From an optimization exercise on the open Yosys and OpenROAD flow, aimed at small area, a short achievable clock period and few clock cycles per item; shortcuts taken in it are not production practice. Where RTL was checked, it was by simulation tests only, not by an equivalence proof against the original.

==> flow/design.v <==
module sha_1_core(
    clk,
    rstn,
    din,
    din_vld,
    use_pre_cv,
    sha_1_end,
    busy,
    dout,
    dout_vld
);
input wire clk;
input wire rstn;
input wire [31:0] din;
input wire din_vld;
input wire use_pre_cv;
input wire sha_1_end;
output reg busy;
output wire [159:0] dout;
output reg dout_vld;
localparam [31:0] H0_INIT = 32'h67452301,
                  H1_INIT = 32'hEFCDAB89,
                  H2_INIT = 32'h98BADCFE,
                  H3_INIT = 32'h10325476,
                  H4_INIT = 32'hC3D2E1F0;
reg [6:0] cnt;       
reg hvld;            
reg st1;             
reg [1:0] ph;        
reg rot;             
reg ffa;             
reg last;            
wire start = din_vld & ~busy;
always @(posedge clk or negedge rstn) begin
    if (!rstn) begin
        cnt      <= 7'd0;
        busy     <= 1'b0;
        dout_vld <= 1'b0;
        hvld     <= 1'b0;
        st1      <= 1'b0;
        ph       <= 2'd0;
        rot      <= 1'b0;
        ffa      <= 1'b0;
        last     <= 1'b0;
    end
    else begin
        dout_vld <= last;
        st1      <= start;
        rot      <= (cnt == 7'd77) | (rot & ~last);
        ffa      <= (cnt == 7'd80) | (ffa & ~last);
        last     <= (cnt == 7'd81);
        if (start)
            ph <= 2'd0;
        else if (cnt == 7'd20 || cnt == 7'd40 || cnt == 7'd60)
            ph <= ph + 2'd1;
        if (start) begin
            cnt  <= 7'd1;
            busy <= 1'b1;
            hvld <= 1'b1;
        end
        else if (last) begin
            cnt  <= 7'd0;
            busy <= 1'b0;
        end
        else if (busy) begin
            cnt  <= cnt + 7'd1;
        end
    end
end
reg [31:0] w [0:15];
wire [31:0] w_xor = w[13] ^ w[8] ^ w[2] ^ w[0];
always @(posedge clk) begin
    w[15] <= din_vld ? din : {w_xor[30:0], w_xor[31]};
end
genvar i;
generate
    for (i = 0; i < 15; i = i + 1) begin: gen_w
        always @(posedge clk) w[i] <= w[i+1];
    end
endgenerate
reg [31:0] h0, h1, h2, h3, h4;
wire use_h = use_pre_cv & hvld;
wire [31:0] s0 = use_h ? h0 : H0_INIT;
wire [31:0] s1 = use_h ? h1 : H1_INIT;
wire [31:0] s2 = use_h ? h2 : H2_INIT;
wire [31:0] s3 = use_h ? h3 : H3_INIT;
wire [31:0] s4 = use_h ? h4 : H4_INIT;
reg [31:0] a, b, c, d, p;
wire [31:0] cb = {b[1:0], b[31:2]};            
reg  [31:0] f;
reg  [31:0] k;
always @(*) begin
    case (ph)
        2'd0: begin
            f = (a & cb) | (~a & c);
            k = 32'h5A827999;
        end
        2'd1: begin
            f = a ^ cb ^ c;
            k = 32'h6ED9EBA1;
        end
        2'd2: begin
            f = (a & cb) | (a & c) | (cb & c);
            k = 32'h8F1BBCDC;
        end
        default: begin
            f = a ^ cb ^ c;
            k = 32'hCA62C1D6;
        end
    endcase
end
always @(posedge clk) begin
    p <= f + d + k + w[15];
end
always @(posedge clk) begin
    if (start) begin
        a <= s1;
        b <= {s2[29:0], s2[31:30]};
        c <= s3;
        d <= s4;
    end
    else begin
        if (st1)
            a <= h0;
        else
            a <= {a[26:0], a[31:27]} + p;
        b <= a;
        c <= cb;
        d <= c;
    end
end
wire [31:0] ff_x = ffa ? a : {a[1:0], a[31:2]};
wire [31:0] ff_sum = (sha_1_end ? h4 : 32'd0) + ff_x;
always @(posedge clk) begin
    if (start) begin
        h0 <= s0;
        h1 <= s1;
        h2 <= s2;
        h3 <= s3;
        h4 <= s4;
    end
    else if (rot) begin
        h0 <= ff_sum;
        h1 <= h0;
        h2 <= h1;
        h3 <= h2;
        h4 <= h3;
    end
end
assign dout = {h0, h1, h2, h3, h4};
endmodule
==> flow/config.mk <==
export PLATFORM = sky130hd
export DESIGN_NAME = sha_1_core
export DESIGN_NICKNAME = sha_1_core
export VERILOG_FILES = /design/flow/design.v
export SDC_FILE = /design/flow/constraint.sdc
export NUM_CORES = 4
export LEC_CHECK = 0
export CAP_MARGIN = 20
export CORE_MARGIN = 2
export CORE_UTILIZATION = 40
export PLACE_DENSITY = 0.6
export SETUP_SLACK_MARGIN = 3
export SLEW_MARGIN = 20
==> flow/constraint.sdc <==
create_clock -name core_clock -period 7.0 [get_ports {clk}]
set_input_delay 1.4000 -clock core_clock [delete_from_list [all_inputs] [get_ports {clk}]]
set_output_delay 1.4000 -clock core_clock [all_outputs]
set_load 0.01 [all_outputs]
run.sh (not shown) runs the stock make flow with config.mk's settings and CLKGATE_MAP_FILE= SYNTH_SCRIPT=/design/flow/synth_recipe.tcl, a recipe that flattens the netlist after the stock synthesis.
The starting point completed with no timing, DRC or antenna violations.
==> next run, changes <==
Settings changed: SETUP_SLACK_MARGIN 3 to 4.5.
Sequential cell count stays the same. Core utilization rises by 3.6 points. Worst hold slack is worse by 0.0035 ns. Routed wire length is higher by roughly a tenth. Final area goes up by a little under a tenth.
Function was not checked in any run of this note: the RTL went through the layout flow alone.

* * *

Another version of the RTL of sha_1_core (not shown whole).
For scale: roughly 2,500 cells after synthesis.
make LEC_CHECK=0 CAP_MARGIN=20 CORE_MARGIN=2 CORE_UTILIZATION=40 PLACE_DENSITY=0.6 SETUP_SLACK_MARGIN=3.5 SLEW_MARGIN=20 finish   # period 7.0 ns
Edit:
- CTS_BUF_LIST: unset -> sky130_fd_sc_hd__clkbuf_8
Outcome:
- The changed run ran to the end with no violations
- fmax goes up by 1.7%
- global-route usage rose by 0.27 points
- area after synthesis stays the same
No run of this note included a check of the RTL's function; only the layout flow was run.

* * *

main:
sha_1_core, a different RTL version from the one above (not shown whole).
Size: roughly 2,400 cells after synthesis, ~920 flip-flops, roughly 200 I/O pins.
export LEC_CHECK = 0
export CAP_MARGIN = 20
export CORE_MARGIN = 2
export CORE_UTILIZATION = 40
export CTS_BUF_LIST = sky130_fd_sc_hd__clkbuf_8 sky130_fd_sc_hd__clkbuf_16
export CTS_CLUSTER_DIAMETER = 70
export CTS_CLUSTER_SIZE = 26
export PLACE_DENSITY = 0.6
export SETUP_SLACK_MARGIN = 4.1
export SLEW_MARGIN = 20
create_clock -name core_clock -period 7.0 [get_ports {clk}]
standard.sh (not shown) runs the stock make flow with config.mk's settings and CLKGATE_MAP_FILE= SYNTH_SCRIPT=/design/flow/synth_recipe.tcl, a recipe that flattens the netlist after the stock synthesis.
==> flow/flow/run.sh <==
#!/bin/bash
# The standard layout (the standard.sh, synthesis unchanged), with the
# port buffers made from the smallest plain buffer instead of a delay cell.
set -euo pipefail
bash standard.sh "BUFFER_PORTS_ARGS=-buffer_cell sky130_fd_sc_hd__buf_1" finish > standard.log 2>&1
main finished every step from synthesis to the final layout, and the layout passed the timing, design-rule and antenna checks.
--- input diff main..the feature branch ---
diff --git a/flow/config.mk b/flow/config.mk
--- a/flow/config.mk
+++ b/flow/config.mk
@@ -13,4 +13,4 @@
 export CTS_CLUSTER_SIZE = 26
 export PLACE_DENSITY = 0.6
-export SETUP_SLACK_MARGIN = 4.1
+export SETUP_SLACK_MARGIN = 3.8
 export SLEW_MARGIN = 20
--- outcome ---
- From main to the feature branch the numbers moved as follows: number of nets in the final layout saw a decrease; hold slack saw an increase.
- Changes observed in the feature branch relative to main: sum of routed wire length over all layers roughly the same, clock-buffer cell count higher.
Function was not checked in any run of this note: the RTL went through the layout flow alone.

* * *

Setup of old:
Another version of the RTL of sha_1_core (not shown whole).
For scale: ~2600 cells after synthesis, about 200 I/O pins, about 31000 sq um of cells after synthesis.
Settings: LEC_CHECK=0, CAP_MARGIN=20, CORE_MARGIN=2, CORE_UTILIZATION=40, CTS_BUF_LIST=sky130_fd_sc_hd__clkbuf_8 sky130_fd_sc_hd__clkbuf_16, CTS_CLUSTER_DIAMETER=70, CTS_CLUSTER_SIZE=26, PLACE_DENSITY=0.6, SETUP_SLACK_MARGIN=4.2, SLEW_MARGIN=20; clock period 7.0 ns.
Scripts as last shown in full above: flow/flow/run.sh
> inputs changed (old -> new)
- swapping 4.2 for 3.95 in SETUP_SLACK_MARGIN
### Flow results
- The final reports for new and old show hold slack lower in the former.
- Post-layout worst setup margin came out lower on new than on old.
- | all-layer global routing usage | old vs new | ≈ equal |
- Reported for old and new, DRC violation count after routing turned out identical to the last digit.
- Proportion of synthesized flip-flops having asynchronous set or reset came out exactly the same in old and new.
No functional check of the RTL was part of any run of this note.

* * *

## job 922
Another version of the RTL of sha_1_core (not shown whole).
Size in the first run: about 2400 cells after synthesis, about 890 flip-flops, about 200 I/O pins.
## sha_1_core
module sha_1_core(
    clk,
    rstn,
    din,
    din_vld,
    use_pre_cv,
    sha_1_end,
    busy,
    dout,
    dout_vld
);
Settings: LEC_CHECK=0, CAP_MARGIN=20, CORE_MARGIN=2, CORE_UTILIZATION=45, CTS_BUF_LIST=sky130_fd_sc_hd__clkbuf_4 sky130_fd_sc_hd__clkbuf_8 sky130_fd_sc_hd__clkbuf_16, CTS_CLUSTER_DIAMETER=70, CTS_CLUSTER_SIZE=26, PLACE_DENSITY=0.65, SETUP_SLACK_MARGIN=3.8, SLEW_MARGIN=20; clock period 7.0 ns.
Scripts as last shown in full above: flow/flow/run.sh
Having completed the whole flow, job 922 delivered a layout that passed the timing, design-rule and antenna checks.
Testbench counts of job 922, summed over its fixed seeds: cycles 15,936, blocks 192.
What job 8864 does differently from job 922 at the input level:
==> flow/config.mk <==
export PLATFORM = sky130hd
export DESIGN_NAME = sha_1_core
export DESIGN_NICKNAME = sha_1_core
export VERILOG_FILES = /design/flow/design.v
export SDC_FILE = /design/flow/constraint.sdc
export NUM_CORES = 4
export LEC_CHECK = 0
export CAP_MARGIN = 20
export CORE_MARGIN = 2
export CORE_UTILIZATION = 40
export CTS_BUF_LIST = sky130_fd_sc_hd__clkbuf_8 sky130_fd_sc_hd__clkbuf_16
export CTS_CLUSTER_DIAMETER = 70
export CTS_CLUSTER_SIZE = 26
export PLACE_DENSITY = 0.6
export SETUP_SLACK_MARGIN = 3.8
export SLEW_MARGIN = 20
[summary]
- Looking at sequential share of layout area, job 8864 sits 0.29 points below job 922.
- Measured against job 8864, the die area of job 922 comes out at 0.890 times the reference value.
Changes in job 8435 relative to job 8864:
-- flow/config.mk --
<<< job 8864, line 6
export NUM_CORES = 4
export LEC_CHECK = 0
export CAP_MARGIN = 20
export CORE_MARGIN = 2
>>> job 8435, line 6
export NUM_CORES = 4
export LEC_CHECK = 0
export ABC_AREA = 1
export CAP_MARGIN = 20
export CORE_MARGIN = 2
--- outcome ---
- Going from job 8864 to job 8435, the area growth from synthesis to final layout was found to have gone down by 2.0 points.
- Per the comparison of job 8435 with job 8864, non-clock buffer count lower, upper clock frequency limit higher.
- Area inside the core boundary in job 8435 is 4.0% above job 8864.
- | post-route cell area | job 8435 vs job 8864 | worse |
- Sequential share of cell area, job 8864 and job 8435: larger value in job 8864
- Run comparison: job 8864 standard cell with the maximum stage delay on the critical path sky130_fd_sc_hd__dfrtp_4; job 8435 standard cell with the maximum stage delay on the critical path sky130_fd_sc_hd__dfrtp_1
Changes in job 7629 relative to job 8435:
==> flow/config.mk <==
export PLATFORM = sky130hd
export DESIGN_NAME = sha_1_core
export DESIGN_NICKNAME = sha_1_core
export VERILOG_FILES = /design/flow/design.v
export SDC_FILE = /design/flow/constraint.sdc
export NUM_CORES = 4
export LEC_CHECK = 0
export CAP_MARGIN = 20
export CORE_MARGIN = 2
export CORE_UTILIZATION = 40
export CTS_BUF_LIST = sky130_fd_sc_hd__clkbuf_8
export CTS_CLUSTER_DIAMETER = 50
export CTS_CLUSTER_SIZE = 20
export PLACE_DENSITY = 0.6
export SETUP_SLACK_MARGIN = 4.1
export SLEW_MARGIN = 20
## What came out
Taking job 8435 as the reference, in job 7629 detailed-route wire length per cell picked up an extra 2.5 µm; number of buffers added by the clock tree synthesis step now larger; cell row count down 2; post-route cell area went up. Looking at post-CTS setup buffer count, job 7629 sits 55 above job 8435. Across both runs, flip-flop and latch share of the layout cell area was lower for job 7629 than for job 8435.
Relative to job 7629, the following input files were edited for job 1494:
==> flow/config.mk <==
export PLATFORM = sky130hd
export DESIGN_NAME = sha_1_core
export DESIGN_NICKNAME = sha_1_core
export VERILOG_FILES = /design/flow/design.v
export SDC_FILE = /design/flow/constraint.sdc
export NUM_CORES = 4
export LEC_CHECK = 0
export CAP_MARGIN = 5
export CORE_MARGIN = 2
export CORE_UTILIZATION = 40
export CTS_BUF_LIST = sky130_fd_sc_hd__clkbuf_8 sky130_fd_sc_hd__clkbuf_16
export CTS_CLUSTER_DIAMETER = 70
export CTS_CLUSTER_SIZE = 26
export PLACE_DENSITY = 0.6
export SETUP_SLACK_MARGIN = 3.8
export SLEW_MARGIN = 5
Findings:
Looking at the reports, job 1494 completed the entire flow and the layout it produced met the timing, design-rule and antenna checks.
Re time the worst path needs with I/O delays and setup: job 1494 is 35 ps down on job 7629.
Per the comparison of job 1494 with job 7629, largest fanout on the critical path has increased.
From job 7629 to job 1494 the numbers moved as follows: final-layout clock buffer total fell 30; total wire length after detailed routing fell about 4%.

==> port drivers added, routing unchanged <==
No port has a modelled driver above. Below, the same layouts with a new extraction and two added sets of constraints.
Step 1, drivers: a clkbuf_16 drives clk and a buf_2 each remaining input, both assumed.
Step 2 adds t to the input delays and takes it off the output delays; t is the mean of the earliest and latest rising clock arrival at the registers after step 1. Input paths then give back, and output paths get back, about the clock's delay inside the block.
a / b / c = no drivers / after step 1 / after step 2; a / b = the first two.
run | shift t [ns] | setup WS [ns] | worst setup path after step 2
the first run of note 1 | 0.681 | 2.528 / 2.528 / 2.439 | input to register
the second run of note 1 | 0.694 | 2.448 / 2.448 / 2.436 | input to register
the first run of note 2 | 0.695 | 3.482 / 3.460 / 2.765 | input to register
the second run of note 2 | 0.825 | 3.542 / 3.537 / 2.727 | input to register
main | 0.673 | 3.634 / 3.634 / 3.507 | input to register
the feature branch | 0.682 | 3.617 / 3.617 / 3.360 | input to register
old | 0.680 | 3.563 / 3.563 / 3.563 | register to register
new | 0.675 | 3.424 / 3.424 / 3.390 | input to register
job 922 | 0.669 | 3.778 / 3.778 / 3.385 | input to register
job 8864 | 0.669 | 3.823 / 3.823 / 3.344 | input to register
job 8435 | 0.672 | 3.881 / 3.881 / 3.370 | input to register
job 7629 | 0.738 | 3.787 / 3.787 / 3.512 | input to register
job 1494 | 0.669 | 3.823 / 3.823 / 3.344 | input to register
After both steps setup and hold are still met in every run listed. The setup slack of the second run of note 2, which loses most, moves by -0.005 ns with the drivers and by -0.815 ns with both steps.
